Background: an optimization exercise with open tools, aiming at small area, a short achievable clock period and few clock cycles per item. Do not read the settings as production practice.
In this exercise RTL edits were held to simulation tests only and were not proved equivalent to the original.
Power is estimated from default activity; no workload was simulated.

==> flow/design.v, too long to show whole: its modules and the start of the top module <==
// module iir_orde1_core: 1354 lines
// module iir_orde1_axis_wrapper: 214 lines
module iir_orde1_axis_wrapper #(
    parameter integer C_S_AXI_DATA_WIDTH = 32,
    parameter integer C_S_AXI_ADDR_WIDTH = 4,
    parameter integer DATA_WIDTH         = 32   
)(
    input  wire aclk,
    input  wire aresetn,   
    input  wire [DATA_WIDTH-1:0] s_axis_tdata,
    input  wire                  s_axis_tvalid,
    output wire                  s_axis_tready,
    input  wire                  s_axis_tlast,
    output wire [DATA_WIDTH-1:0] m_axis_tdata,
    output reg                   m_axis_tvalid,
    input  wire                  m_axis_tready,
    output reg                   m_axis_tlast,
    input  wire [C_S_AXI_ADDR_WIDTH-1:0] s_axi_awaddr,
    input  wire                          s_axi_awvalid,
    output wire                          s_axi_awready,
    input  wire [C_S_AXI_DATA_WIDTH-1:0] s_axi_wdata,
    input  wire [C_S_AXI_DATA_WIDTH/8-1:0] s_axi_wstrb,
    input  wire                          s_axi_wvalid,
    output wire                          s_axi_wready,
    output wire [1:0]                    s_axi_bresp,
    output wire                          s_axi_bvalid,
    input  wire                          s_axi_bready,
    input  wire [C_S_AXI_ADDR_WIDTH-1:0] s_axi_araddr,
    input  wire                          s_axi_arvalid,
    output wire                          s_axi_arready,
    output wire [C_S_AXI_DATA_WIDTH-1:0] s_axi_rdata,
    output wire [1:0]                    s_axi_rresp,
    output wire                          s_axi_rvalid,
    input  wire                          s_axi_rready
);
  // ...
==> flow/run.sh <==
#!/bin/bash
# synth_recipe.tcl (not shown) runs the flow's synth.tcl, then flattens the netlist and writes it again
# the make line also repeats each setting of config.mk as NAME=value (left out here)
make -C /OpenROAD-flow-scripts/flow DESIGN_CONFIG=/design/flow/config.mk WORK_HOME=/design/flow/orfs CLKGATE_MAP_FILE= SYNTH_SCRIPT=/design/flow/synth_recipe.tcl finish
==> flow/config.mk <==
export PLATFORM = sky130hd
export DESIGN_NAME = iir_orde1_axis_wrapper
export DESIGN_NICKNAME = iir_orde1_axis_wrapper
export VERILOG_FILES = /design/flow/design.v
export SDC_FILE = /design/flow/constraint.sdc
export NUM_CORES = 4
export LEC_CHECK = 0
export CAP_MARGIN = 20
export CORE_MARGIN = 2
export CORE_UTILIZATION = 40
export SLEW_MARGIN = 20
==> flow/constraint.sdc <==
create_clock -name core_clock -period 15.0 [get_ports {aclk}]
set_input_delay 3.0000 -clock core_clock [delete_from_list [all_inputs] [get_ports {aclk}]]
set_output_delay 3.0000 -clock core_clock [all_outputs]
set_load 0.01 [all_outputs]
==> qor.csv, run 1 <==
metric;value;unit
initial_utilization;0.4050;
grt_overflow_total;0;
yosysSeqAreaShare;0.3234;
start_kind;input port;
synth-compound-area-share;0.1472;
yosys_register_bits;502;
startpoint;m_axis_tready;
hold_violations;0;
seqPwrFrac;0.395;
synth_area_per_cell;9.632;sq um
finalCritPeriodShare;0.3739;
final_common_cell;nand2_1;
final_nets;4170;
multi_input_cells;2520;
final_util;0.4487;
rrSetupSlack;9.60;ns
core;88650;sq um
seq-power;2170;uW
skew;0.03075;ns
grtUsageMet1;0.2846;
p_clk_frac;0.243;
post_cts_resized;0;
numCtsBuffers;54;
preCtsSetupSlack;8.675;ns
vias;26130;
synthAdderAreaFrac;0.2278;
die_y;303.6;microns
drive_gt1_frac;0.05739;
syn_area;35900;sq um
p_leak;0.01457;uW
routed-wl-met2;44240;microns
port_buffers;149;
place_area;38010;sq um
outcome;timing/DRC/antenna clean;
reg2reg_depth;9;
synth_edf_count;156;
met2_usage;0.3387;
hold_path_class;reg2reg;
max_stage_delay;0.77;ns
synthMuxAreaShare;0.03287;
Testbench counts, summed over its fixed seeds: cycles 8,320, items 4,096.
==> run 2: changes to the inputs <==
==> flow/flow/run.sh (new file) <==
#!/bin/bash
# The standard layout (the standard.sh, unchanged synthesis), with ORFS's
# timing repair aimed at a slack margin, so it works on the paths that set
# the achieved period. The SDC and every other setting stay as given.
set -o pipefail
export SETUP_SLACK_MARGIN=10.5
bash standard.sh > standard.log 2>&1
==> flow/standard.sh (new file) <==
#!/bin/bash
# synth_recipe.tcl (not shown) runs the flow's synth.tcl, then flattens the netlist and writes it again
# the make line also repeats each setting of config.mk as NAME=value (left out here)
make -C /OpenROAD-flow-scripts/flow DESIGN_CONFIG=/design/flow/config.mk WORK_HOME=/design/flow/orfs CLKGATE_MAP_FILE= SYNTH_SCRIPT=/design/flow/synth_recipe.tcl "${@:-finish}"
removed: flow/run.sh
==> qor.csv, run 2 <==
metric;value;unit;change
p_per_area;142.0;nW/um^2;
cp-end-kind;register;;
seqCellArea;11710;sq um;
top_usage_layer;met2;;
drtPass1Iterations;6;;
use_met3;0.05554;;
core;88650;sq um;unchanged
dieArea;92160;sq um;
rsz0062_at_grt;true;;
vias;26610;;+1.8%
first_iter_violations;2260;;
drt_wl_total;102200;microns;
num_io_pins;162;;
antenna_found_initial;1;;
die_w;303.6;microns;
skew;0.02734;ns;-0.003413 ns
synth_cell_type_count;55;;
start_kind;register;;
final_common_cell;nand2_1;;
cts_tree;yes;;
rr_startpoint;core.xa[7];;
grtUsageMet1;0.2952;;+0.01059
final_nets;4232;;+1.5%
power_switching;2348;uW;
final_cell_mix;nand2_1, fa_1, inv_1, a22oi_1, dfxtp_1;;
synth.area.top_cells;fa_1, dfxtp_1, edfxtp_1;;
hold_violations;0;;unchanged
postSynthCellCount;3727;;
slew_headroom;0.3137;;
comb_power_share;0.410;;
grt_overflow_total;0;;unchanged
synthAdderAreaFrac;0.2278;;unchanged
viasPerCell;5.407;;
peakVddDrop;0.1115;mV;
cts_max_level;2;;
yosysTopAreaCellShare;0.2041;;
required;15.36;ns;
met2_usage;0.3470;;+0.008333
place_area;38060;sq um;+0.13%
period_needed;4.467;ns;
synth_warnings;2;;
dp_hpwl;68970;microns;
timing_worst_slew_pin_value;1.028;ns;
yosysSeqAreaShare;0.3234;;unchanged
die_y;303.6;microns;unchanged
synth_xor_area_frac;0.1091;;
crit_end;core.ps[14];;
path_class;reg2reg;;
initial_utilization;0.4050;;unchanged
setup_viol;0;;
hold_path_class;reg2reg;;
synth_edf_count;156;;unchanged
root_buffer;clkbuf_16;;
synth-compound-area-share;0.1472;;unchanged
synthSimpleGateAreaFrac;0.08477;;
clk_pin_slew;0.06;ns;
synth_top_family_by_area;adder cells;;
outcome;timing/DRC/antenna clean;;
yosys_register_bits;502;;unchanged
port_buffers;149;;unchanged
rrSetupSlack;10.53;ns;+0.93 ns
insertion_delay;0.62;ns;
multi_input_area;21850;sq um;
drc;0;;
seqPwrFrac;0.355;;-0.040
synthMuxAreaShare;0.03287;;unchanged
grt_pass1_vias;26500;;
reg2reg_to;core.ps[14];;
p_leak;0.01546;uW;+6.1%
antenna_left;0;;
max_cap_viol_count;0;;
place_congestion;0.8901;;
startpoint;core.xa[7];;
grt_util_all_layers;0.2196;;
critPathMaxFanout;12;;
synth_top_area_cell;fa_1;;
design_area;40750;sq um;
cts_sinks;502;;
drive_gt1_frac;0.09481;;+0.03742
holdBufCountCts;0;;
synthTopCellsByCount;nand2_1, fa_1, inv_1;;
p_clk_frac;0.236;;-0.007
syn_area;35900;sq um;unchanged
rows;109;;
yosysMostFrequentCell;nand2_1;;
async_flop_share;0;;
nFillCells;8390;;
syn_to_final_growth;13.50;%;
grt_pass1_wl;157100;microns;
synth_area_per_cell;9.632;sq um;unchanged
power.internal;3438;uW;
grt_max_degree;97;;
yosys_most_used_dff;dfxtp_1;;
finalCritPeriodShare;0.2978;;-0.07612
clock.fmax;223.9;MHz;
wire_per_inst;20.76;microns;
arrival;4.83;ns;
numCtsBuffers;54;;unchanged
reg2reg_depth;10;;+1
drv_slew;0;;
switching_share;0.4058;;
tns;0;ns;
clockBufferDepth;3;;
-- run 2: worst min path at each step --
stage | from | end | slack (ns) | cells after the start
CTS | reg_a0[0] | core.a0_one[0] | 0.38 | 0
floorplan | reg_a1[0] | core.a1_one[0] | 0.36 | 0
global route | reg_a0[0] | core.a0_one[0] | 0.40 | 0
global placement | reg_a0[0] | core.a0_one[0] | 0.38 | 0
finish | reg_a0[0] | core.a0_one[0] | 0.38 | 0
detailed placement | reg_a0[0] | core.a0_one[0] | 0.38 | 0
-- run 2: worst max-delay path, stage by stage, from the launching register on --
cell and delay, ns:
dfxtp_1 0.55, buf_4 0.31, a22oi_1 0.12, xnor2_1 0.23, fa_1 0.48, fa_1 0.55, fa_1 0.45, fa_1 0.53
fa_1 0.45, fa_1 0.52, inv_1 0.04
-- run 2: logic make-up after synthesis --
| logic type | count (synthesis) |
|---|---|
| mux | 76 |
| simple gates | 743 |
| fa+ha+maj | 434 |
| xor+xnor | 447 |
| buf+inv | 708 |
| flops | 502 |
| other cells | 1 |
| compound gates | 816 |
-- run 2: timing repair --
action / in CTS / in global routing
setup buffers: 38 / 8
pin swaps: 7 / 38
gates resized for setup: 132 / 69
setup endpoints to repair: 441 / 215
gates cloned: 6 / 4
-- run 2: power by group through the flow --
| stage | Combinational (uW) | Sequential, uW | Clock (uW) |
|---|---|---|---|
| after floorplan | 1640 | 1910 | 0 |
| after global placement | 1990 | 2160 | 0 |
| after detailed placement | 2020 | 2170 | 0 |
| after CTS | 2290 | 2050 | 1400 |
| after global routing | 2640 | 2080 | 1450 |
| final | 2370 | 2050 | 1360 |
-- run 2: per-layer routing --
metal | share of wire | up-vias | wire [microns]
met5 | 0.00013 | - | 13
met4 | 0.034 | 2 | 3506
met3 | 0.095 | 235 | 9662
met2 | 0.45 | 1194 | 46150
met1 | 0.42 | 12920 | 42840
li1 | - | 12250 | -
-- run 2: area by class of cell --
| type | instances | area share |
|---|---|---|
| Inverter | 370 | 0.03544 |
| Tap cell | 1165 | 0.03577 |
| Clock inverter | 20 | 0.005865 |
| Clock buffer | 79 | 0.03869 |
| Multi-Input combinational cell | 2525 | 0.5362 |
| Timing Repair inverter | 2 | 0.0004299 |
| Sequential cell | 502 | 0.2873 |
| Antenna cell | 1 | 0.00006142 |
| Timing Repair Buffer | 257 | 0.06031 |
-- run 2: metrics by stage --
| step | setup slack (ns) | power (uW) | cells | utilization | hold slack, ns |
|---|---|---|---|---|---|
| after floorplan | 10.50 | 3550 | 3730 | - | 0.3612 |
| after CTS | 10.47 | 5732 | 4908 | 0.4560 | 0.3832 |
| after global routing | 10.37 | 6163 | 4920 | 0.4596 | 0.3963 |
| after global placement | 8.459 | 4153 | 4765 | 0.4293 | 0.3775 |
| after detailed placement | 8.416 | 4188 | 4765 | 0.4293 | 0.3842 |
| final | 10.53 | 5786 | 4921 | 0.4596 | 0.3766 |
==> run 3: changes to the inputs <==
==> flow/flow/run.sh (replaced) <==
#!/bin/bash
# The standard layout (the standard.sh, unchanged synthesis and SDC) with
# two changes to how ORFS builds it:
#  - the port buffers are plain buf_2 cells (ORFS otherwise picks a slow
#    delay-buffer cell for them); every port is still buffered;
#  - timing repair aims at a slack margin, so it works on the paths that
#    set the achieved period.
set -o pipefail
export SETUP_SLACK_MARGIN=11.0
export BUFFER_PORTS_ARGS="-inputs -outputs -buffer_cell sky130_fd_sc_hd__buf_2"
bash standard.sh > standard.log 2>&1
==> qor.csv, run 3 <==
metric;value;unit;change
synth_top_family_by_area;adder cells;;
postSynthCellCount;3727;;unchanged
synthSimpleGateAreaFrac;0.08477;;unchanged
power.internal;3438;uW;about the same
period_needed;4.403;ns;-0.06350 ns
max_cap_viol_count;0;;unchanged
first_iter_violations;2461;;+8.9%
synthMuxAreaShare;0.03287;;unchanged
viasPerCell;5.511;;+1.9%
cts_max_level;2;;unchanged
synth_cell_type_count;55;;unchanged
design_area;41180;sq um;+1.1%
power_switching;2381;uW;+1.4%
dp_hpwl;68690;microns;-0.41%
wire_per_inst;21.63;microns;+4.2%
critPathMaxFanout;4;;-8
vias;27240;;+2.4%
port_buffers;149;;unchanged
cp-end-kind;register;;
grt_overflow_total;0;;unchanged
outcome;timing/DRC/antenna clean;;
final_cell_mix;nand2_1, inv_1, fa_1, a22oi_1, a21oi_1;;
peakVddDrop;0.1792;mV;+61%
drt_wl_total;106900;microns;+4.6%
rows;109;;unchanged
synth.area.top_cells;fa_1, dfxtp_1, edfxtp_1;;
finalCritPeriodShare;0.2936;;-0.004233
start_kind;register;;
skew;0.04188;ns;+0.01454 ns
tns;0;ns;unchanged
yosysTopAreaCellShare;0.2041;;unchanged
synth_top_area_cell;fa_1;;
timing_worst_slew_pin_value;1.055;ns;+0.02695 ns
path_class;reg2reg;;
yosysSeqAreaShare;0.3234;;unchanged
synth_warnings;2;;unchanged
nFillCells;8318;;-0.86%
slew_headroom;0.2827;;-0.03095
hold_path_class;reg2reg;;
place_area;37710;sq um;-0.91%
antenna_left;0;;unchanged
clockBufferDepth;3;;unchanged
p_leak;0.01535;uW;-0.70%
cts_sinks;502;;unchanged
synthAdderAreaFrac;0.2278;;unchanged
place_inst;4782;;+0.36%
core;88650;sq um;unchanged
die_y;303.6;microns;unchanged
async_flop_share;0;;unchanged
crit_end;core.ps[18];;
rr_startpoint;e0_d[7];;
grt_pass1_wl;163400;microns;+4.0%
seqPwrFrac;0.341;;-0.014
hold_violations;0;;unchanged
hold_slack;0.4023;ns;+0.02570 ns
root_buffer;clkbuf_16;;
setup_ws;10.60;ns;+0.06350 ns
num_io_pins;162;;unchanged
setup_viol;0;;unchanged
synth_area_per_cell;9.632;sq um;unchanged
grt_max_degree;91;;-6.2%
reg2reg_depth;10;;unchanged
final_common_cell;nand2_1;;
grt_pass1_vias;27280;;+2.9%
yosys_most_used_dff;dfxtp_1;;
synth_xor_area_frac;0.1091;;unchanged
p_per_area;141.3;nW/um^2;-0.48%
multi_input_area;22210;sq um;+1.7%
p_clk_frac;0.226;;-0.010
startpoint;e0_d[7];;
die_w;303.6;microns;unchanged
yosysMostFrequentCell;nand2_1;;
cts_tree;yes;;
seqCellArea;11810;sq um;+0.86%
rsz0062_at_grt;true;;
numCtsBuffers;54;;unchanged
place_congestion;0.8949;;+0.54%
synth_edf_count;156;;unchanged
synthTopCellsByCount;nand2_1, fa_1, inv_1;;
preCtsSetupSlack;9.290;ns;+0.8743 ns
final_cells;4942;;+0.43%
syn_area;35900;sq um;unchanged
syn_to_final_growth;14.71;%;
drv_slew;0;;unchanged
reg2reg_to;core.ps[18];;
synth-compound-area-share;0.1472;;unchanged
required;15.33;ns;-0.03 ns
dieArea;92160;sq um;unchanged
insertion_delay;0.62;ns;about the same
drive_gt1_frac;0.1753;;+0.08051
clock.fmax;227.1;MHz;+1.4%
drc;0;;unchanged
initial_utilization;0.4050;;unchanged
drtPass1Iterations;10;;+4
antenna_found_initial;3;;+2
yosys_register_bits;502;;unchanged
final_nets;4252;;+0.47%
clk_pin_slew;0.06;ns;about the same
arrival;4.73;ns;-0.10 ns
comb_power_share;0.434;;+0.024
grt_util_all_layers;0.2298;;+0.01015
switching_share;0.4092;;+0.003327
rrSetupSlack;10.60;ns;+0.06 ns
## run 3: cell counts after synthesis
No cell type changed its count.
## run 3: worst min-delay path by stage
stage          slack (ns)        from  depth (start not counted)              to
5_1_grt              0.42  reg_a0[15]                          0  core.a0_neg[7]
3_3_place_gp         0.39  reg_a1[15]                          0  core.a1_neg[7]
6_report             0.40  reg_a0[15]                          0  core.a0_neg[7]
3_5_place_dp         0.39  reg_a1[15]                          0  core.a1_neg[7]
4_1_cts              0.41  reg_a0[15]                          0  core.a0_neg[7]
2_1_floorplan        0.36   reg_a1[0]                          0  core.a1_one[0]
## run 3: cell families (layout without fill, tap and decap cells)
logic type,Yosys count,in the layout
AOI/OAI and AO/OA,816,816
xor gates and xnor gates,447,447
adders and majority gates,434,434
buffers and inverters,708,752
DFF,502,502
muxes,76,77
other,1,5
and+or+nand+nor,743,744
## run 3: layout make-up
| type | instances | area share |
|---|---|---|
| Multi-Input combinational cell | 2522 | 0.5394 |
| Sequential cell | 502 | 0.2867 |
| Timing Repair Buffer | 280 | 0.05983 |
| Clock buffer | 79 | 0.03755 |
| Inverter | 370 | 0.03588 |
| Tap cell | 1165 | 0.03540 |
| Clock inverter | 21 | 0.004740 |
| Timing Repair inverter | 2 | 0.0004254 |
| Antenna cell | 1 | 0.00006077 |
## run 3: what timing repair did
item / in CTS / in global routing
gates cloned: 4 / 4
setup endpoints to repair: 326 / 257
pin swaps: 67 / 40
endpoints found under the hold margin: 0 / 0
gates resized for setup: 278 / 66
setup buffers: 40 / 11
hold buffers: 0 / 0
## run 3: metal layers
| layer | part of all wire | routed length, microns | track usage | up-vias |
|---|---|---|---|---|
| met5 | 0.00038 | 41 | 0.001553 | - |
| met4 | 0.033 | 3513 | 0.07306 | 6 |
| met3 | 0.10 | 11120 | 0.06097 | 269 |
| met2 | 0.45 | 48080 | 0.3598 | 1305 |
| met1 | 0.41 | 44120 | 0.3102 | 13370 |
| li1 | - | - | - | 12290 |
## run 3: through the flow
stage	power, uW	utilization
after floorplan	3689	-
after global placement	4207	0.4254
after detailed placement	4246	0.4254
after CTS	5735	0.4598
after global routing	6194	0.4645
final	5819	0.4645
## run 3: worst max-delay path, cell delays in order (launching register included)
cell and delay (ns):
edfxtp_1 0.52, buf_6 0.18, a22oi_1 0.18, xor2_1 0.20, fa_1 0.46, fa_2 0.56
fa_1 0.44, fa_2 0.45, fa_2 0.59, inv_1 0.06, fa_1 0.46
## run 3: power groups by stage
stage / clock network [uW] / logic, uW / registers [uW]
after floorplan: 0 / 1770 / 1910
after global placement: 0 / 2150 / 2060
after detailed placement: 0 / 2180 / 2060
after CTS: 1340 / 2420 / 1980
after global routing: 1390 / 2800 / 2000
final: 1310 / 2520 / 1980
==> run 4: changes to the inputs <==
--- a/flow/flow/run.sh
+++ b/flow/flow/run.sh
@@ -6,6 +6,6 @@
 #  - timing repair aims at a slack margin, so it works on the paths that
 #    set the achieved period.
 set -o pipefail
-export SETUP_SLACK_MARGIN=11.0
+export SETUP_SLACK_MARGIN=10.5
 export BUFFER_PORTS_ARGS="-inputs -outputs -buffer_cell sky130_fd_sc_hd__buf_2"
 bash standard.sh > standard.log 2>&1
==> qor.csv, run 4 <==
metric;value;unit;change
outcome;timing/DRC/antenna clean;;
setup_viol;0;;unchanged
vias;26640;;-2.2%
timing_worst_slew_pin_value;1.017;ns;-0.03772 ns
async_flop_share;0;;unchanged
antenna_found_initial;9;;+6
hold_path_class;reg2reg;;
path_cells;buf_4 -> a22oi_1 -> xnor2_1 -> fa_1 -> fa_2 -> fa_1 -> fa_1 -> inv_1 -> fa_1 -> inv_1 -> fa_1 -> inv_1;;
syn_to_final_growth;11.14;%;
preCtsSetupSlack;9.057;ns;-0.2334 ns
first_iter_violations;2086;;-15%
num_io_pins;162;;unchanged
drc;0;;unchanged
insertion_delay;0.63;ns;about the same
grt_max_degree;103;;+13%
postSynthCellCount;3727;;unchanged
final_common_cell;nand2_1;;
numCtsBuffers;54;;unchanged
slew_headroom;0.3218;;+0.03906
antenna_left;0;;unchanged
grt_util_all_layers;0.2137;;-0.01609
synthTopCellsByCount;nand2_1, fa_1, inv_1;;
start_kind;register;;
die_y;303.6;microns;unchanged
hold_violations;0;;unchanged
path_class;reg2reg;;
cts_sinks;502;;unchanged
cp_slowest_cell;fa_2;;
crit_path_frequent_cell;fa_1;;
final_nets;4214;;-0.89%
n_antenna_cell;0;;-1
yosys_register_bits;502;;unchanged
rows;109;;unchanged
place_congestion;0.8889;;-0.67%
yosysTopAreaCellShare;0.2041;;unchanged
syn_area;35900;sq um;unchanged
drt_wl_total;99610;microns;-6.8%
peakVddDrop;0.1431;mV;-20%
p_leak;0.01503;uW;-2.1%
cts_max_level;2;;unchanged
grt_pass1_wl;153900;microns;-5.8%
synth.area.top_cells;fa_1, dfxtp_1, edfxtp_1;;
p_per_area;143.5;nW/um^2;+1.5%
synth_top_area_cell;fa_1;;
synth_area_per_cell;9.632;sq um;unchanged
setup_ws;10.55;ns;-0.05030 ns
viasPerCell;5.434;;-1.4%
synth_cell_type_count;55;;unchanged
yosysSeqAreaShare;0.3234;;unchanged
yosysMostFrequentCell;nand2_1;;
die_w;303.6;microns;unchanged
final_cell_mix;nand2_1, fa_1, inv_1, a22oi_1, dfxtp_1;;
drtPass1Iterations;6;;-4
finalCritPeriodShare;0.2969;;+0.003353
cp-end-kind;register;;
grt_pass1_vias;26130;;-4.2%
clk_pin_slew;0.06;ns;about the same
holdBufCountCts;0;;unchanged
drv_slew;0;;unchanged
clockBufferDepth;3;;unchanged
port_buffers;149;;unchanged
required;15.38;ns;+0.05 ns
arrival;4.84;ns;+0.11 ns
rsz0062_at_grt;true;;
wire_per_inst;20.32;microns;-6.0%
tns;0;ns;unchanged
max_stage_delay;0.59;ns;about the same
initial_utilization;0.4050;;unchanged
core;88650;sq um;unchanged
dieArea;92160;sq um;unchanged
max_cap_viol_count;0;;unchanged
drive_gt1_frac;0.1357;;-0.03965
grt_overflow_total;0;;unchanged
dp_hpwl;68390;microns;-0.44%
critPathMaxFanout;4;;unchanged
period_needed;4.454;ns;+0.05030 ns
root_buffer;clkbuf_16;;
synth_edf_count;156;;unchanged
cts_tree;yes;;
clock.fmax;224.5;MHz;-1.1%
synth_warnings;2;;unchanged
skew;0.02113;ns;-0.02075 ns
yosys_most_used_dff;dfxtp_1;;
## run 4: path summary, 6_finish.rpt
path	startpoint	to	slack, ns	depth (start not counted)
worst max-delay path	e0_d[11]	core.ps[13]	10.55	12
worst min-delay path	reg_a0[0]	core.a0_one[0]	0.38	0
worst max register to register	e0_d[11]	core.ps[13]	10.55	12
worst min register to register	reg_a0[0]	core.a0_one[0]	0.38	0
## run 4: metrics by stage
stage                     cells  total power (uW)  hold slack [ns]  instance area [sq um]  utilization
after floorplan            3730              3550           0.3612                  35960            -
final                      4902              5725           0.3809                  39900       0.4500
after global placement     4757              4124           0.3744                  37260       0.4203
after CTS                  4892              5646           0.3790                  39520       0.4458
after detailed placement   4757              4158           0.3793                  37260       0.4203
after global routing       4902              6090           0.3963                  39900       0.4500
## run 4: routing by layer
layer,global-route usage,share of wire,vias up
met2,0.3349,0.45,1125
met3,0.05454,0.093,235
met5,0,0.0011,-
li1,-,-,12210
met4,0.06548,0.030,18
met1,0.2906,0.43,13050
## run 4: worst max-delay path: cells and delay by family, from the launching register on
family | cells | cell delay, ns
fa+ha+maj | 6 | 3.01
flops | 1 | 0.51
buf+inv | 4 | 0.34
compound gates | 1 | 0.19
xor+xnor | 1 | 0.16
## run 4: cell type report
cell class | instances | area [sq um]
fill | 8438 | 48750
multi-input combinational | 2520 | 21830
sequential | 502 | 11720
timing repair buffer | 246 | 1613
clock buffer | 80 | 1609
tap | 1165 | 1458
inverter | 370 | 1443
clock inverter | 19 | 215.2
## run 4: cells by family after synthesis
group	synth area share
AO/OA/AOI/OAI	0.1472
XOR/XNOR	0.1091
flip-flops	0.3234
multiplexers	0.03287
adder cells (fa/ha/maj)	0.2278
other	0.0001045
buffers and inverters	0.07480
AND/OR/NAND/NOR	0.08477
## run 4: where the power goes
group          leakage (uW)  switching [uW]  internal (uW)
logic               0.00972            1520            786
clock network      0.000905             576            796
registers           0.00440             230           1820
total                0.0150            2330           3400
## run 4: what timing repair did
action | CTS | global route
buffers inserted | 36 | 8
pin swaps | 2 | 28
gates resized for setup | 66 | 79
gates cloned | 0 | 2
setup endpoints to repair | 194 | 129
endpoints found under the hold margin | 0 | 0
==> run 5: changes to the inputs <==
--- a/flow/config.mk
+++ b/flow/config.mk
@@ -7,5 +7,7 @@
 export LEC_CHECK = 0
 export CAP_MARGIN = 20
 export CORE_MARGIN = 2
-export CORE_UTILIZATION = 40
+export CORE_UTILIZATION = 55
+export CTS_CLUSTER_DIAMETER = 60
+export CTS_CLUSTER_SIZE = 30
 export SLEW_MARGIN = 20
==> qor.csv, run 5 <==
metric;value;unit;change
outcome;timing/DRC/antenna clean;;
grt_max_degree;111;;+7.8%
cts_sinks;502;;unchanged
grt_pass1_vias;27670;;+5.9%
die_y;259.5;microns;-15%
final_cell_mix;nand2_1, inv_1, fa_1, a22oi_1, dfxtp_1;;
vias;27200;;+2.1%
cts_max_level;2;;unchanged
synth.area.top_cells;fa_1, dfxtp_1, edfxtp_1;;
dp_hpwl;72090;microns;+5.4%
drv_slew;0;;unchanged
viasPerCell;5.942;;+9.3%
syn_area;35900;sq um;unchanged
arrival;4.81;ns;-0.03 ns
yosysMostFrequentCell;nand2_1;;
setup_viol;0;;unchanged
dieArea;67330;sq um;-27%
final_common_cell;nand2_1;;
met1Wirelength;42880;microns;+0.90%
top_layer_used;met5;;
period_needed;4.471;ns;+0.01710 ns
design_area;39460;sq um;-1.1%
critPathMaxFanout;14;;+10
cp_slowest_cell;dfxtp_1;;
die_w;259.5;microns;-15%
grt_pass1_wl;162000;microns;+5.3%
p_per_area;143.1;nW/um^2;-0.26%
timing_worst_slew_pin_value;1.005;ns;-0.01194 ns
synth_top_area_cell;fa_1;;
clockBufferDepth;3;;unchanged
routed-wl-met2;48880;microns;+9.1%
setup_ws;10.53;ns;-0.01710 ns
syn_to_final_growth;9.916;%;
max_cap_viol_count;0;;unchanged
crit_path_frequent_cell;fa_1;;
rsz0062_at_grt;true;;
wire_per_inst;23.01;microns;+13%
start_kind;register;;
cp-end-kind;register;;
port_buffers;149;;unchanged
synth_cell_type_count;55;;unchanged
num_io_pins;162;;unchanged
drtPass1Iterations;6;;unchanged
wl_met3;9214;microns;-0.34%
cts_tree;yes;;
synth_warnings;2;;unchanged
peakVddDrop;0.1429;mV;about the same
drc;0;;unchanged
antenna_left;0;;unchanged
drt_wl_total;105300;microns;+5.7%
p_leak;0.01497;uW;-0.43%
yosysSeqAreaShare;0.3234;;unchanged
slew_headroom;0.3289;;+0.007046
tns;0;ns;unchanged
clock.fmax;223.7;MHz;-0.38%
preCtsSetupSlack;8.772;ns;-0.2851 ns
worst-path-buf-inv;4;;unchanged
hold_violations;0;;unchanged
path_cells;clkinv_4 -> xnor2_1 -> fa_1 -> fa_1 -> fa_1 -> inv_1 -> fa_1 -> inv_1 -> fa_1 -> inv_1;;
yosys_register_bits;502;;unchanged
synth_edf_count;156;;unchanged
skew;0.04180;ns;+0.02066 ns
antenna_found_initial;7;;-2
yosys_most_used_dff;dfxtp_1;;
synthTopCellsByCount;nand2_1, fa_1, inv_1;;
final_nets;4209;;-0.12%
first_iter_violations;2683;;+29%
clk_pin_slew;0.10;ns;+0.04 ns
rows;93;;-15%
grt_util_all_layers;0.3134;;+0.09973
insertion_delay;0.61;ns;-0.02 ns
numCtsBuffers;41;;-24%
yosysTopAreaCellShare;0.2041;;unchanged
drive_gt1_frac;0.1357;;about the same
root_buffer;clkbuf_16;;
initial_utilization;0.5569;;+0.1519
finalCritPeriodShare;0.2981;;+0.001140
core;64460;sq um;-27%
crit_family;adder cells;;
nFillCells;5513;;-35%
synth_area_per_cell;9.632;sq um;unchanged
hold_path_class;reg2reg;;
holdBufCountCts;0;;unchanged
grt_overflow_total;0;;unchanged
place_area;36930;sq um;-0.88%
place_congestion;0.9303;;+4.7%
async_flop_share;0;;unchanged
max_stage_delay;0.80;ns;+0.21 ns
path_class;reg2reg;;
postSynthCellCount;3727;;unchanged
required;15.34;ns;-0.04 ns
[run 5: changes by cell type in the layout (fill, tap and decap cells not counted), moves of 7 or more]
cell | before | now
clkbuf_8 | 16 | 0
clkbuf_16 | 55 | 43
dfxtp_2 | 42 | 30
buf_12 | 4 | 13
clkbuf_1 | 10 | 1
clkinv_2 | 10 | 1
dfxtp_4 | 16 | 25
inv_16 | 1 | 8
[run 5: kinds of logic after synthesis]
group,count (synthesis),synth area share
buffers and inverters,708,0.07480
adders and majority gates,434,0.2278
DFF,502,0.3234
muxes,76,0.03287
other,1,0.0001045
xor gates and xnor gates,447,0.1091
and+or+nand+nor,743,0.08477
AOI/OAI and AO/OA,816,0.1472
[run 5: report_power, final]
| group | leakage (uW) | switching, uW | total, uW | internal, uW |
|---|---|---|---|---|
| clock network | 0.000756 | 628 | 1220 | 591 |
| registers | 0.00441 | 180 | 1990 | 1810 |
| logic | 0.00981 | 1620 | 2440 | 816 |
| total | 0.0150 | 2430 | 5650 | 3220 |
[run 5: per-stage QoR]
step	hold WS, ns	total power, uW	instances	utilization
after floorplan	0.3612	3550	3730	-
after global placement	0.3832	4158	4455	0.5729
after detailed placement	0.3870	4219	4455	0.5729
after CTS	0.3869	5595	4568	0.6053
after global routing	0.3961	6003	4576	0.6120
final	0.3741	5648	4577	0.6121
[run 5: path summary, 6_finish.rpt]
check | from | endpoint | slack, ns | depth (start not counted)
setup / recovery | core.a1_neg[6] | core.ps[13] | 10.53 | 10
hold / removal | reg_a0[0] | core.a0_one[0] | 0.37 | 0
hold reg to reg | reg_a0[0] | core.a0_one[0] | 0.37 | 0
setup reg to reg | core.a1_neg[6] | core.ps[13] | 10.53 | 10
[run 5: layer usage]
metal  GRT usage  vias to the layer above
met5           0                        -
met4      0.1196                        8
met3     0.06815                      319
met2      0.5071                     1282
met1      0.4133                    13380
li1            -                    12200
[run 5: layout make-up]
cell class	count	area, sq um	area share
Multi-Input combinational cell	2522	21890	0.5548
Inverter	370	1460	0.03701
Sequential cell	502	11740	0.2976
Clock inverter	30	469.2	0.01189
Tap cell	855	1070	0.02711
Antenna cell	1	2.502	0.00006342
Clock buffer	45	1085	0.02749
Timing Repair Buffer	252	1738	0.04405
[run 5: what timing repair did]
action | in CTS | in global routing
resized for setup | 71 | 103
endpoints found under the setup margin | 271 | 50
gates cloned | 2 | 0
pin swaps | 9 | 47
setup buffers | 36 | 8

what the ideal ports hide:
In the flow no input, the clock included, has a driving cell. The finished layouts below were timed again as built, in two steps. Step 1 assumes that a clkbuf_16 drives the clock port and a buf_2 every other input. Step 2 moves the port delays by t, midway between the first and last clock arrival at a register: inputs arrive t later, outputs are due t later. That takes back most of the time a late clock gives input paths. Slacks: no drivers / after step 1 / after step 2; pairs: no drivers / after step 1.
run	t, ns	slack for setup (ns)	worst setup path at the end	worst data-port slew with drivers (ns)
run 1	0.690	9.391 / 9.435 / 8.745	input to register	0.08
run 2	0.670	10.533 / 10.474 / 9.965	input to register	0.07
run 3	0.668	10.597 / 10.597 / 10.408	input to register	0.06
run 4	0.685	10.546 / 10.546 / 9.964	input to register	0.08
run 5	0.659	10.529 / 10.529 / 10.006	input to register	0.06
After both steps setup and hold are still met in every run listed. For run 1, which loses most, drivers alone change the setup slack by +0.044 ns; drivers and shift together by -0.646 ns.
